This is an optimization exercise on Yosys and OpenROAD, whose aim is small area, a short achievable clock period and few clock cycles, not a production implementation.
At most, simulation tests tie the RTL to the original design; equivalence was not proved.

## job 101
// geofence
module geofence (clk, reset, X, Y, R, valid, is_inside);
    input clk;
    input reset;
    input [9:0] X;
    input [9:0] Y;
    input [10:0] R;
    output valid;
    output is_inside;
    localparam SORT = 5'd24;
    reg [4:0] cyc;
    reg valid_r;
    reg fb;                  
    reg [1:0] sj;            
    reg [2:0] si;            
    reg [1:0] sph;           
    assign valid = valid_r;
    wire bad;                
    wire sort_done = (cyc == SORT) && (sph == 2'd2) && (sj == 2'd3) && (si == 3'd4);
    reg [4:0] cn;
    reg fbn;
    reg [1:0] sjn, sphn;
    reg [2:0] sin;
    always @(*) begin
        if (cyc == 5'd22)
            cn = (fb || !bad) ? 5'd23 : SORT;
        else if (cyc == 5'd23)
            cn = 5'd0;
        else if (cyc == SORT)
            cn = sort_done ? 5'd7 : SORT;
        else
            cn = cyc + 5'd1;
        fbn = (cyc == 5'd22 && !fb && bad) ? 1'b1 : (cyc == 5'd23) ? 1'b0 : fb;
        sphn = 2'd0; sjn = 2'd0; sin = 3'd0;
        if (cyc == SORT) begin
            sphn = (sph == 2'd2) ? 2'd0 : sph + 2'd1;
            sjn = (sph == 2'd2) ? sj + 2'd1 : sj;
            sin = (sph == 2'd2 && sj == 2'd3) ? si + 3'd1 : si;
        end
    end
    always @(posedge clk or posedge reset) begin
        if (reset) begin
            cyc <= 5'd0;
            valid_r <= 1'b0;
            fb <= 1'b0;
            sj <= 2'd0;
            si <= 3'd0;
            sph <= 2'd0;
        end else begin
            valid_r <= (cyc == 5'd22) && (fb || !bad);
            cyc <= cn;
            fb <= fbn;
            sj <= sjn;
  ...
Size in the first run: ~6200 cells after synthesis, ~730 flip-flops, roughly 35 I/O pins, roughly 58000 um2 of cells after synthesis.
==> flow/config.mk <==
export PLATFORM = sky130hd
export DESIGN_NAME = geofence
export DESIGN_NICKNAME = geofence
export VERILOG_FILES = /design/flow/design.v
export SDC_FILE = /design/flow/constraint.sdc
export NUM_CORES = 4
export LEC_CHECK = 0
export CAP_MARGIN = 20
export CORE_MARGIN = 2
export CORE_UTILIZATION = 35
export GPL_ROUTABILITY_DRIVEN = 1
export PLACE_DENSITY = 0.5
export SLEW_MARGIN = 20
==> flow/constraint.sdc <==
create_clock -name core_clock -period 24.0 [get_ports {clk}]
set_input_delay 4.8000 -clock core_clock [delete_from_list [all_inputs] [get_ports {clk}]]
set_output_delay 4.8000 -clock core_clock [all_outputs]
set_load 0.01 [all_outputs]
run.sh (not shown) runs the stock make flow with config.mk's settings and CLKGATE_MAP_FILE= SYNTH_SCRIPT=/design/flow/synth_recipe.tcl, a recipe that flattens the netlist after the stock synthesis.
Per the final summary, job 101 finished and its layout is clean on timing, DRC and antenna.
diff inputs: job 101 => job 102
# job 101
export LEC_CHECK = 0
export CAP_MARGIN = 20
export CORE_MARGIN = 2
export CORE_UTILIZATION = 35
export GPL_ROUTABILITY_DRIVEN = 1
export PLACE_DENSITY = 0.5
export SLEW_MARGIN = 20
create_clock -name core_clock -period 24.0 [get_ports {clk}]
# job 102
export LEC_CHECK = 0
export CAP_MARGIN = 50
export CORE_MARGIN = 2
export CORE_UTILIZATION = 35
export GPL_ROUTABILITY_DRIVEN = 1
export PLACE_DENSITY = 0.5
export SLEW_MARGIN = 75
create_clock -name core_clock -period 24.0 [get_ports {clk}]
### Flow results
Taking job 101 as the reference, in job 102 aggregate global-route resource usage now sits at about the same level; worst setup slack now sits higher; share of cell area taken by flip-flops and latches now sits lower; depth of the worst register-to-register path now sits higher. Relative to job 101, the required time of the worst setup path of job 102 is lower by 0.02 ns. Gate count of the mapped netlist came out exactly the same in job 101 and job 102. The flow did not stop early for job 101: all stages ran, and the layout cleared the timing, DRC and antenna checks. Job 102 finished every stage and its layout cleared the timing, DRC and antenna checks. The number of inserted filler cells in the final layout of job 102 falls short of that of job 101 by 1.3%. Job 102 vs job 101: wire length reported by the detailed router up slightly. Relative to job 101, job 102 degrades via count.
No run of this note included a check of the RTL's function; only the layout flow was run.

========
Setup of before:
Another version of the RTL of geofence (not shown whole).
Size in the first run: about 6100 cells after synthesis, ~35 I/O pins, about 0.057 sq mm of cells after synthesis.
==> flow/config.mk <==
export PLATFORM = sky130hd
export DESIGN_NAME = geofence
export DESIGN_NICKNAME = geofence
export VERILOG_FILES = /design/flow/design.v
export SDC_FILE = /design/flow/constraint.sdc
export NUM_CORES = 4
export LEC_CHECK = 0
export CAP_MARGIN = 20
export CORE_MARGIN = 2
export CORE_UTILIZATION = 35
export GPL_ROUTABILITY_DRIVEN = 1
export PLACE_DENSITY = 0.5
export SLEW_MARGIN = 20
==> flow/constraint.sdc <==
create_clock -name core_clock -period 24.0 [get_ports {clk}]
set_input_delay 4.8000 -clock core_clock [delete_from_list [all_inputs] [get_ports {clk}]]
set_output_delay 4.8000 -clock core_clock [all_outputs]
set_load 0.01 [all_outputs]
Inputs modified between before and after:
Settings: SLEW_MARGIN now 75, was 20; CAP_MARGIN now 50, was 20.
Results
- Where fmax is concerned, before is outperformed by after.
- after ended with less total of fill cells in the finished design than before.
- Sort before and after by number of buffers inserted during clock tree synthesis asc -> top: before
- Number of cells after detailed placement (after vs. before) increases slightly
- after: data arrival time of the worst path 0.57 ns below before
- before ended up with fewer cell instances than after did.
No functional check of the RTL was part of any run of this note.

========
== v6 ==
geofence, a different RTL version from the one above (not shown whole).
Size: ~6,500 cells after synthesis, roughly 35 I/O pins.
Design geofence, start of the top module:
module geofence (clk, reset, X, Y, R, valid, is_inside);
    input clk;
    input reset;
    input [9:0] X;
    input [9:0] Y;
    input [10:0] R;
    output valid;
    output is_inside;
    localparam SORT = 5'd24;
    reg [4:0] cyc;
    reg valid_r;
    reg fb;                  
    reg [1:0] sj;            
    reg [2:0] si;            
    reg [1:0] sph;           
    assign valid = valid_r;
    wire bad;                
    wire sort_done = (cyc == SORT) && (sph == 2'd2) && (sj == 2'd3) && (si == 3'd4);
    reg [4:0] cn;            
    reg [4:0] cw;            
    reg fbn;
    reg [1:0] sjn, sphn;
    reg [2:0] sin;
    always @(*) begin
        if (cyc == 5'd22)
            cn = (fb || !bad) ? 5'd23 : SORT;
        else if (cyc == 5'd23)
            cn = 5'd0;
        else if (cyc == SORT)
            cn = sort_done ? 5'd7 : SORT;
        else
            cn = cyc + 5'd1;
        if (cyc == 5'd23)
            cw = 5'd0;
        else if (cyc == SORT)
  ...
export LEC_CHECK = 0
export CAP_MARGIN = 20
export CORE_MARGIN = 2
export CORE_UTILIZATION = 35
export GPL_ROUTABILITY_DRIVEN = 1
export PLACE_DENSITY = 0.5
export SLEW_MARGIN = 20
create_clock -name core_clock -period 24.0 [get_ports {clk}]
standard.sh (not shown) runs the stock make flow with config.mk's settings and CLKGATE_MAP_FILE= SYNTH_SCRIPT=/design/flow/synth_recipe.tcl, a recipe that flattens the netlist after the stock synthesis.
==> flow/flow/run.sh <==
#!/bin/bash
set -euo pipefail
export SETUP_SLACK_MARGIN=18
bash standard.sh > standard_flow.log 2>&1
Testbench counts of v6, summed over its fixed seeds: cycles 39,324.
diff inputs: v6 => v7
==> flow/run.sh (new file) <==
#!/bin/bash
# synth_recipe.tcl (not shown) runs the flow's synth.tcl, then flattens the netlist and writes it again
# the make line also repeats each setting of config.mk as NAME=value (left out here)
make -C /OpenROAD-flow-scripts/flow DESIGN_CONFIG=/design/flow/config.mk WORK_HOME=/design/flow/orfs CLKGATE_MAP_FILE= SYNTH_SCRIPT=/design/flow/synth_recipe.tcl finish
removed: flow/flow/run.sh
removed: flow/standard.sh
[summary]
v7 completed; timing, DRC and antenna clean
Run comparison: v7 startpoint of the most critical setup path m_b1[4]; v6 startpoint of the most critical setup path m_a1[7]
Looking only at number of detailed-route iterations in the first pass, and setting everything else aside, the higher value of v6 and v7 goes to v7.
The headroom to the max-slew limit of v7 falls short of that of v6 by 8.6 points.
Changes observed in v7 relative to v6: total area of multi-input combinational cells fell 1.6%; wire length of the first global-routing pass shows a reduction of about 1.1%; minimum clock period increased by 0.84 ns relative to the old numbers.
v7 against v6: final area shows a reduction of 2.4%, count of clock buffers in the final design saw a decrease, cell count shows a reduction of 1.2%.
In the reports for v6 and v7, the larger worst hold-check slack belongs to v7.

========
geofence again, from the RTL that the note above started with.
clock: 24.0 ns
lec_check: 0
cap_margin: 20
core_margin: 2
core_utilization: 35
gpl_routability_driven: 1
place_density: 0.5
slew_margin: 20
==> flow/flow/run.sh <==
#!/bin/bash
set -euo pipefail
export SETUP_SLACK_MARGIN=17
bash standard.sh > standard_flow.log 2>&1
Testbench counts at the start, summed over its fixed seeds: cycles 39,324.
Next try:
==> flow/flow/run.sh (replaced) <==
#!/bin/bash
set -euo pipefail
export SETUP_SLACK_MARGIN=19
bash standard.sh > standard_flow.log 2>&1
Outcome: Cell count increases by a few percent. Core utilization increases by 2.9 points. Sequential share of layout area decreases by 1.3 points. Final area increases by a little under a tenth. Routed wire length increases by a few percent. First-iteration DRC count decreases by a little under a tenth. Non-clock buffer count increases by 255.

-- separate check: timing with driven ports --
How much do the figures lean on ideal ports? The routed layouts below were timed once more, with nothing changed but the port constraints. Step 1 sets driving cells, clkbuf_16 on the clock port and buf_2 on the other inputs (assumed; they add their load-dependent delay and slew). Step 2, shift: input delay + t, output delay - t, t = (earliest + latest rising clock arrival at the registers) / 2. This alone moves slack from input paths to output paths. Slacks: no drivers / after step 1 / after step 2; pairs: no drivers / after step 1.
run | t, ns | setup slack, ns | worst hold slack (ns) | worst setup path at the end | latest minus earliest clock arrival (ns)
job 101 | 0.770 | 16.414 / 16.414 / 16.359 | 0.313 / 0.313 / 0.313 | input to register | 0.076 / 0.077
job 102 | 0.779 | 16.816 / 16.816 / 16.172 | 0.322 / 0.322 / 0.322 | input to register | 0.073 / 0.073
before | 0.760 | 15.310 / 15.310 / 15.310 | 0.321 / 0.321 / 0.321 | register to register | 0.066 / 0.066
after | 0.790 | 15.901 / 15.901 / 15.901 | 0.313 / 0.313 / 0.313 | register to register | 0.059 / 0.060
v6 | 0.789 | 17.722 / 17.722 / 17.336 | 0.313 / 0.313 / 0.313 | input to register | 0.059 / 0.059
v7 | 0.776 | 16.886 / 16.886 / 16.886 | 0.322 / 0.322 / 0.322 | register to register | 0.044 / 0.043
the first run of note 4 | 0.776 | 17.363 / 17.363 / 16.936 | 0.323 / 0.323 / 0.323 | input to register | 0.047 / 0.047
the second run of note 4 | 0.788 | 17.716 / 17.716 / 17.716 | 0.305 / 0.305 / 0.305 | register to register | 0.085 / 0.085
After both steps setup and hold are still met in every run listed. For job 102, which loses most, drivers alone change the setup slack by 0.000 ns; drivers and shift together by -0.644 ns.
